This design comes from an exercise in tuning for small area, a short achievable clock period and few clock cycles per item on the open sky130 flow, not from production work. At most, simulation tests tie the RTL to the original design; equivalence was not proved. Power is estimated from default activity; no workload was simulated.

## rev 12
==> flow/design.v <==
`timescale 1ns/1ps
module generic_regs
   #(
      parameter UDP_REG_SRC_WIDTH = 2,
      parameter TAG = 0,
      parameter REG_ADDR_WIDTH = 5,
      parameter NUM_SOFTWARE_REGS = 4
   )
   (
      input                                  reg_req_in,
      input                                  reg_ack_in,
      input                                  reg_rd_wr_L_in,
      input  [23-1:0]       reg_addr_in,
      input  [32-1:0]      reg_data_in,
      input  [UDP_REG_SRC_WIDTH-1:0]         reg_src_in,
      output reg                             reg_req_out,
      output reg                             reg_ack_out,
      output reg                             reg_rd_wr_L_out,
      output reg [23-1:0]   reg_addr_out,
      output reg [32-1:0]  reg_data_out,
      output reg [UDP_REG_SRC_WIDTH-1:0]     reg_src_out,
      output [63:0]                          rule_word,
      output                                 sw_done,
      input                                  clk,
      input                                  reset
   );
   wire tag_match = reg_addr_in[23-1:REG_ADDR_WIDTH] == TAG;
   wire [REG_ADDR_WIDTH-1:0] offset = reg_addr_in[REG_ADDR_WIDTH-1:0];
   wire hit = reg_req_in && !reg_ack_in && tag_match && (offset < NUM_SOFTWARE_REGS);
   reg [31:0] q0, q1, q2, q3;
   reg [1:0]  ph;
   reg [1:0]  clr;         
   reg        wr_pend;     
   reg [1:0]  wr_off;
   reg        wb_pend;     
   wire       clearing = reset || clr != 2'd0;
   wire       wr_go    = wr_pend && ph == wr_off && !clearing;
   assign rule_word = {q0[15:0], q1[15:0], q2[15:0], q3[15:0]};
   assign sw_done   = wb_pend && ph == 2'd0;
   wire [1:0]  rsel = offset[1:0] - ph;
   reg  [31:0] rd_val;
   always @(*) begin
      case (rsel)
         2'd0: rd_val = q0;
         2'd1: rd_val = q1;
         2'd2: rd_val = q2;
         default: rd_val = q3;
      endcase
      if (clearing)
         rd_val = 32'h0;
   end
   always @(posedge clk) begin
      q0 <= q1;
      q1 <= q2;
      q2 <= q3;
      q3 <= clearing ? 32'h0 : wr_go ? reg_data_out : q0;
      if (hit && !reg_rd_wr_L_in)
         wr_off <= offset[1:0];
   end
   always @(posedge clk) begin
      if (reset) begin
         ph      <= 2'd0;
         clr     <= 2'd3;
         wr_pend <= 1'b0;
         wb_pend <= 1'b0;
      end
      else begin
         ph      <= ph + 2'd1;
         if (clr != 2'd0)
            clr <= clr - 2'd1;
         wr_pend <= (hit && !reg_rd_wr_L_in) || (wr_pend && !wr_go);
         wb_pend <= wr_go || (wb_pend && !sw_done);
      end
   end
   always @(posedge clk) begin
      reg_rd_wr_L_out <= reg_rd_wr_L_in;
      reg_addr_out    <= reg_addr_in;
      reg_src_out     <= reg_src_in;
      reg_ack_out     <= reg_ack_in | hit;
      if (reg_req_in)
         reg_data_out <= (hit && reg_rd_wr_L_in) ? rd_val : reg_data_in;
   end
   always @(posedge clk) begin
      if (reset)
         reg_req_out <= 1'b0;
      else
         reg_req_out <= reg_req_in;
   end
endmodule
`timescale 1ns/1ps
module firewall
   #(
      parameter DATA_WIDTH = 64,
      parameter CTRL_WIDTH = DATA_WIDTH/8,
      parameter SRAM_ADDR_WIDTH = 19,
      parameter SRAM_DATA_WIDTH = DATA_WIDTH+CTRL_WIDTH,
      parameter UDP_REG_SRC_WIDTH = 2
   )
   (
      input  [DATA_WIDTH-1:0]             in_data,
      input  [CTRL_WIDTH-1:0]             in_ctrl,
      input                               in_wr,
      output                              in_rdy,
      output reg [DATA_WIDTH-1:0]         out_data,
      output reg [CTRL_WIDTH-1:0]         out_ctrl,
      output reg                          out_wr,
      input                               out_rdy,
      input                               reg_req_in,
      input                               reg_ack_in,
      input                               reg_rd_wr_L_in,
      input  [23-1:0]    reg_addr_in,
      input  [32-1:0]   reg_data_in,
      input  [UDP_REG_SRC_WIDTH-1:0]      reg_src_in,
      output                              reg_req_out,
      output                              reg_ack_out,
      output                              reg_rd_wr_L_out,
      output  [23-1:0]   reg_addr_out,
      output  [32-1:0]  reg_data_out,
      output  [UDP_REG_SRC_WIDTH-1:0]     reg_src_out,
      output reg                          sram_rd_req,
      output reg [SRAM_ADDR_WIDTH-1:0]    sram_rd_addr,
      input [DATA_WIDTH-1:0]              sram_rd_data,
      input                               sram_rd_ack,
      input                               sram_rd_vld,
      output reg                          sram_wr_req,
      output reg [SRAM_ADDR_WIDTH-1:0]    sram_wr_addr,
      output reg [DATA_WIDTH-1:0]         sram_wr_data,
      input                               sram_wr_ack,
      input                                reset,
      input                                clk
   );
   localparam W = DATA_WIDTH+CTRL_WIDTH;
   localparam TCP = 8'h06;
   wire [63:0] rule_word;
   wire        sw_done;
   generic_regs
   #(
      .UDP_REG_SRC_WIDTH   (UDP_REG_SRC_WIDTH),
      .TAG                 (18'h00002),
      .REG_ADDR_WIDTH      (5),
      .NUM_SOFTWARE_REGS   (4)
   ) module_regs (
      .reg_req_in       (reg_req_in),
      .reg_ack_in       (reg_ack_in),
      .reg_rd_wr_L_in   (reg_rd_wr_L_in),
      .reg_addr_in      (reg_addr_in),
      .reg_data_in      (reg_data_in),
      .reg_src_in       (reg_src_in),
      .reg_req_out      (reg_req_out),
      .reg_ack_out      (reg_ack_out),
      .reg_rd_wr_L_out  (reg_rd_wr_L_out),
      .reg_addr_out     (reg_addr_out),
      .reg_data_out     (reg_data_out),
      .reg_src_out      (reg_src_out),
      .rule_word        (rule_word),
      .sw_done          (sw_done),
      .clk              (clk),
      .reset            (reset)
    );
   always @(*) begin
      sram_wr_req  = sw_done;
      sram_wr_addr = 'h0;
      sram_wr_data = rule_word;
   end
   reg [2:0]   wc;
   reg         ipv4, tcp;
   reg         rq;           
   reg [15:0]  dport;
   wire        tcp_now = ipv4 && in_data[7:0] == TCP;
   always @(*) begin
      sram_rd_req  = in_wr && rq;
      sram_rd_addr = 'h0;
   end
   wire match = sram_rd_data[15:0]  == dport || sram_rd_data[31:16] == dport ||
                sram_rd_data[47:32] == dport || sram_rd_data[63:48] == dport;
   wire        hdr_in = in_wr && wc == 3'd0 && in_ctrl == 8'hff;
   wire        w3_in  = in_wr && wc == 3'd3;
   reg         nontcp;       
   always @(posedge clk) begin
      if (reset) begin
         wc <= 3'd0;
         rq <= 1'b0;
      end
      else begin
         if (in_wr)
            rq <= wc == 3'd4 && tcp;
         if (in_wr)
            case (wc)
               3'd0: if (in_ctrl == 8'hff) wc <= 3'd1;
               3'd1: if (in_ctrl == 8'h00) wc <= 3'd2;
               3'd2: wc <= 3'd3;
               3'd3: wc <= 3'd4;
               3'd4: wc <= 3'd5;
               default: wc <= 3'd0;
            endcase
      end
   end
   always @(posedge clk) begin
      if (in_wr && wc == 3'd2)
         ipv4 <= in_data[31:16] == 16'h0800 && in_data[15:12] == 4'h4;
      if (w3_in)
         tcp <= tcp_now;
      nontcp <= w3_in && !tcp_now;
      if (in_wr && wc == 3'd5)
         dport <= in_data[31:16];
   end
   reg [W-1:0] r0, r1, r2, r3, r4, r5, r6, r7, r8, r9;
   reg [9:0]   rv;           
   reg [3:0]   sup;          
   reg [3:0]   tp;           
   reg         hd_drop;      
   reg         a_use, a_dv, a_dd;
   reg         b_use, b_dv, b_dd;
   reg         go, skip, in_f, in_g;
   wire        cons9 = skip || (go && out_rdy);
   wire        keep9 = rv[9] && !cons9;
   assign in_rdy = in_f || (in_g && out_rdy);
   always @(*) begin
      {out_ctrl, out_data} = r9;
      out_wr = go && out_rdy;
   end
   wire        hdr8  = r8[W-1:DATA_WIDTH] == 8'hff;
   wire        hdr9  = r9[W-1:DATA_WIDTH] == 8'hff;
   wire        cons_hdr = cons9 && hdr9;
   reg          m3, m4;
   wire         tcp0   = m3 && r0[7:0] == TCP;
   wire [16:0]  chksum = {1'b0, r0[63:48]} + 17'h100;
   wire [15:0]  chksum_cout = chksum[15:0] + {15'h0, chksum[16]};
   reg  [W-1:0] r0_mod;
   always @(*) begin
      r0_mod = r0;
      if (tcp0)
         r0_mod[15:8] = r0[15:8] - 8'h1;
      if (m4)
         r0_mod[63:48] = chksum_cout;
   end
   always @(posedge clk) begin
      m3 <= in_wr && wc == 3'd3 && ipv4;
      m4 <= in_wr && wc == 3'd4 && tcp;
      r0 <= ({W{in_wr}} & {in_ctrl, in_data}) | ({W{keep9}} & r9);
      r1 <= r0_mod;
      r2 <= r1;
      r3 <= r2;
      r4 <= r3;
      r5 <= r4;
      r6 <= r5;
      r7 <= r6;
      r8 <= r7;
      r9 <= r8;
   end
   reg          a_use_n, a_dv_n, a_dd_n, b_use_n, b_dv_n, b_dd_n;
   always @(*) begin
      a_use_n = a_use; a_dv_n = a_dv; a_dd_n = a_dd;
      b_use_n = b_use; b_dv_n = b_dv; b_dd_n = b_dd;
      if (cons_hdr) begin
         a_use_n = b_use; a_dv_n = b_dv; a_dd_n = b_dd;
         b_use_n = 1'b0;
      end
      if (hdr_in) begin
         if (!a_use_n) begin
            a_use_n = 1'b1; a_dv_n = 1'b0;
         end
         else begin
            b_use_n = 1'b1; b_dv_n = 1'b0;
         end
      end
      if (nontcp) begin
         if (b_use_n) begin
            b_dv_n = 1'b1; b_dd_n = 1'b0;
         end
         else begin
            a_dv_n = 1'b1; a_dd_n = 1'b0;
         end
      end
      if (sram_rd_vld) begin
         if (!a_dv_n) begin
            a_dv_n = 1'b1; a_dd_n = match;
         end
         else begin
            b_dv_n = 1'b1; b_dd_n = match;
         end
      end
   end
   wire         head9   = rv[9] && sup == 4'd0;
   wire [3:0]   sup_n   = (head9 && !cons9) ? 4'd9 : (sup != 4'd0) ? sup - 4'd1 : 4'd0;
   wire [9:0]   rv_n    = {rv[8:0], in_wr || keep9};
   wire [3:0]   tp_n    = (in_wr || tp == 4'd9) ? 4'd0 : tp + 4'd1;
   wire         hd_drop_n = cons_hdr ? a_dd : hd_drop;
   wire         head_n  = rv[8] && sup_n == 4'd0;
   wire         go_n    = head_n && (hdr8 ? a_dv_n && !a_dd_n : !hd_drop_n);
   wire         skip_n  = head_n && (hdr8 ? a_dv_n && a_dd_n : hd_drop_n);
   wire         behind_n = tp_n == 4'd0 || rv_n == 10'h0;
   always @(posedge clk) begin
      hd_drop <= hd_drop_n;
      a_dv <= a_dv_n; a_dd <= a_dd_n;
      b_dv <= b_dv_n; b_dd <= b_dd_n;
      tp   <= tp_n;
   end
   always @(posedge clk) begin
      if (reset) begin
         rv    <= 10'h0;
         sup   <= 4'd0;
         a_use <= 1'b0;
         b_use <= 1'b0;
         go    <= 1'b0;
         skip  <= 1'b0;
         in_f  <= 1'b1;
         in_g  <= 1'b0;
      end
      else begin
         rv    <= rv_n;
         sup   <= sup_n;
         a_use <= a_use_n;
         b_use <= b_use_n;
         go    <= go_n;
         skip  <= skip_n;
         in_f  <= behind_n && (!rv_n[9] || skip_n);
         in_g  <= behind_n && go_n;
      end
   end
endmodule
export LEC_CHECK = 0
export CAP_MARGIN = 20
export CORE_MARGIN = 2
export CORE_UTILIZATION = 65
export PLACE_DENSITY = 0.75
export SETUP_SLACK_MARGIN = 2.8
export SLEW_MARGIN = 20
create_clock -name core_clock -period 5.5 [get_ports {clk}]
standard.sh (not shown) runs the stock make flow with config.mk's settings and CLKGATE_MAP_FILE= SYNTH_SCRIPT=/design/flow/synth_recipe.tcl, a recipe that flattens the netlist after the stock synthesis.
==> flow/flow/run.sh <==
#!/bin/bash
# The standard layout (standard.sh: the standard flow's synthesis and ORFS flow, unchanged
# scripts) with two placement/CTS choices passed through ORFS variables:
#  - every input and output port still gets its own buffer, but a small
#    sky130_fd_sc_hd__buf_1 instead of the default clkdlybuf4s50_1 delay cell;
#  - clock tree synthesis without dummy loads.
# The whole make output goes to flow.log in this folder; ORFS's own per-step
# logs stay under orfs/logs/.
set -euo pipefail
cd "$(dirname "$0")/.."
export BUFFER_PORTS_ARGS="-buffer_cell sky130_fd_sc_hd__buf_1"
export CTS_ARGS="-sink_clustering_enable -repair_clock_nets -dont_use_dummy_load -buf_list sky130_fd_sc_hd__clkbuf_4 -sink_clustering_size 10 -sink_clustering_max_diameter 40"
bash standard.sh > flow.log 2>&1
Testbench counts of rev 12, summed over its fixed seeds: cycles 42,052, packets 1,920.
diff inputs: rev 12 => rev 13
--- a/flow/design.v
+++ b/flow/design.v
@@ -129,7 +129,7 @@
       input                                reset,
       input                                clk
    );
-   localparam W = DATA_WIDTH+CTRL_WIDTH;
+   localparam W = DATA_WIDTH+4;
    localparam TCP = 8'h06;
    wire [63:0] rule_word;
    wire        sw_done;
@@ -175,7 +175,6 @@
                 sram_rd_data[47:32] == dport || sram_rd_data[63:48] == dport;
    wire        hdr_in = in_wr && wc == 3'd0 && in_ctrl == 8'hff;
    wire        w3_in  = in_wr && wc == 3'd3;
-   reg         nontcp;       
    always @(posedge clk) begin
       if (reset) begin
          wc <= 3'd0;
@@ -200,7 +199,6 @@
          ipv4 <= in_data[31:16] == 16'h0800 && in_data[15:12] == 4'h4;
       if (w3_in)
          tcp <= tcp_now;
-      nontcp <= w3_in && !tcp_now;
       if (in_wr && wc == 3'd5)
          dport <= in_data[31:16];
    end
@@ -215,12 +213,21 @@
    wire        cons9 = skip || (go && out_rdy);
    wire        keep9 = rv[9] && !cons9;
    assign in_rdy = in_f || (in_g && out_rdy);
+   wire        is_ff = in_ctrl == 8'hff;
+   wire        is_h2 = wc == 3'd1 && in_ctrl != 8'h00 && !is_ff;
+   wire [2:0]  last_bit = {|in_ctrl[7:4], |{in_ctrl[7:6], in_ctrl[3:2]},
+                           |{in_ctrl[7], in_ctrl[5], in_ctrl[3], in_ctrl[1]}};
+   wire [3:0]  code_in = is_ff ? 4'b0001 : is_h2 ? 4'b0010 :
+                         in_ctrl != 8'h00 ? {1'b1, last_bit} : 4'b0000;
+   reg  [7:0]  h2;
    always @(*) begin
-      {out_ctrl, out_data} = r9;
+      out_data = r9[DATA_WIDTH-1:0];
+      out_ctrl = r9[W-1] ? 8'h01 << r9[W-2:DATA_WIDTH] :
+                 {8{r9[DATA_WIDTH]}} | ({8{r9[DATA_WIDTH+1]}} & h2);
       out_wr = go && out_rdy;
    end
-   wire        hdr8  = r8[W-1:DATA_WIDTH] == 8'hff;
-   wire        hdr9  = r9[W-1:DATA_WIDTH] == 8'hff;
+   wire        hdr8  = !r8[W-1] && r8[DATA_WIDTH];
+   wire        hdr9  = !r9[W-1] && r9[DATA_WIDTH];
    wire        cons_hdr = cons9 && hdr9;
    reg          m3, m4;
    wire         tcp0   = m3 && r0[7:0] == TCP;
@@ -237,7 +244,9 @@
    always @(posedge clk) begin
       m3 <= in_wr && wc == 3'd3 && ipv4;
       m4 <= in_wr && wc == 3'd4 && tcp;
-      r0 <= ({W{in_wr}} & {in_ctrl, in_data}) | ({W{keep9}} & r9);
+      r0 <= ({W{in_wr}} & {code_in, in_data}) | ({W{keep9}} & r9);
+      if (in_wr && is_h2)
+         h2 <= in_ctrl;
       r1 <= r0_mod;
       r2 <= r1;
       r3 <= r2;
@@ -264,7 +273,7 @@
             b_use_n = 1'b1; b_dv_n = 1'b0;
          end
       end
-      if (nontcp) begin
+      if (w3_in && !tcp_now) begin
          if (b_use_n) begin
             b_dv_n = 1'b1; b_dd_n = 1'b0;
          end
--- outcome ---
Compared with rev 12, in rev 13 area of all sequential standard cells went down by about 2.8%, standard cell core area closely matched the old numbers, logic depth of the worst setup path including buffers went up. Of rev 13 and rev 12, it is rev 13 that has the higher effective utilization at floorplan. Between rev 12 and rev 13, the flow reports cell area decreasing slightly. Rev 13 against rev 12: count of inverters other than clock inverters in the layout climbed 9, worst hold slack climbed 0.020 ns, aggregate routed wire length climbed about 7%. Looking at final period utilization, rev 13 sits 2.7 points higher than rev 12 does. Fraction of power consumed by the clock network: rev 13 vs rev 12 up 0.4 points. Going from rev 12 to rev 13, portion of total power attributed to sequential cells shrinks by 0.4 points. [compare] base=rev 12 new=rev 13: setup slack saw a decrease; fmax now smaller; sequential cell count has decreased.
The RTL of rev 13 was laid out without a check of its function.

-- port drivers added, routing unchanged --
How much do the figures lean on ideal ports? The routed layouts below were timed once more, with nothing changed but the port constraints.
Step 1: set_driving_cell puts a clkbuf_16 on clk and a buf_2 on each other input, an assumption about the parent block.
Step 2 also shifts input and output timing later by t, the mid clock arrival at the registers, as if the neighbouring blocks saw the same clock.
Three values: ideal ports, drivers, drivers and shift; two values: the first two.
run | t, ns | setup WS [ns] | hold WS [ns] | worst setup path after step 2 | latest minus earliest clock arrival (ns)
rev 12 | 0.824 | 2.831 / 2.616 / 2.052 | 0.263 / 0.263 / 0.263 | input to register | 0.124 / 0.123
rev 13 | 0.823 | 2.683 / 2.619 / 2.110 | 0.283 / 0.283 / 0.283 | input to register | 0.075 / 0.074
After both steps setup and hold are still met in every run listed. For rev 12, which loses most, drivers alone change the setup slack by -0.215 ns; drivers and shift together by -0.779 ns.
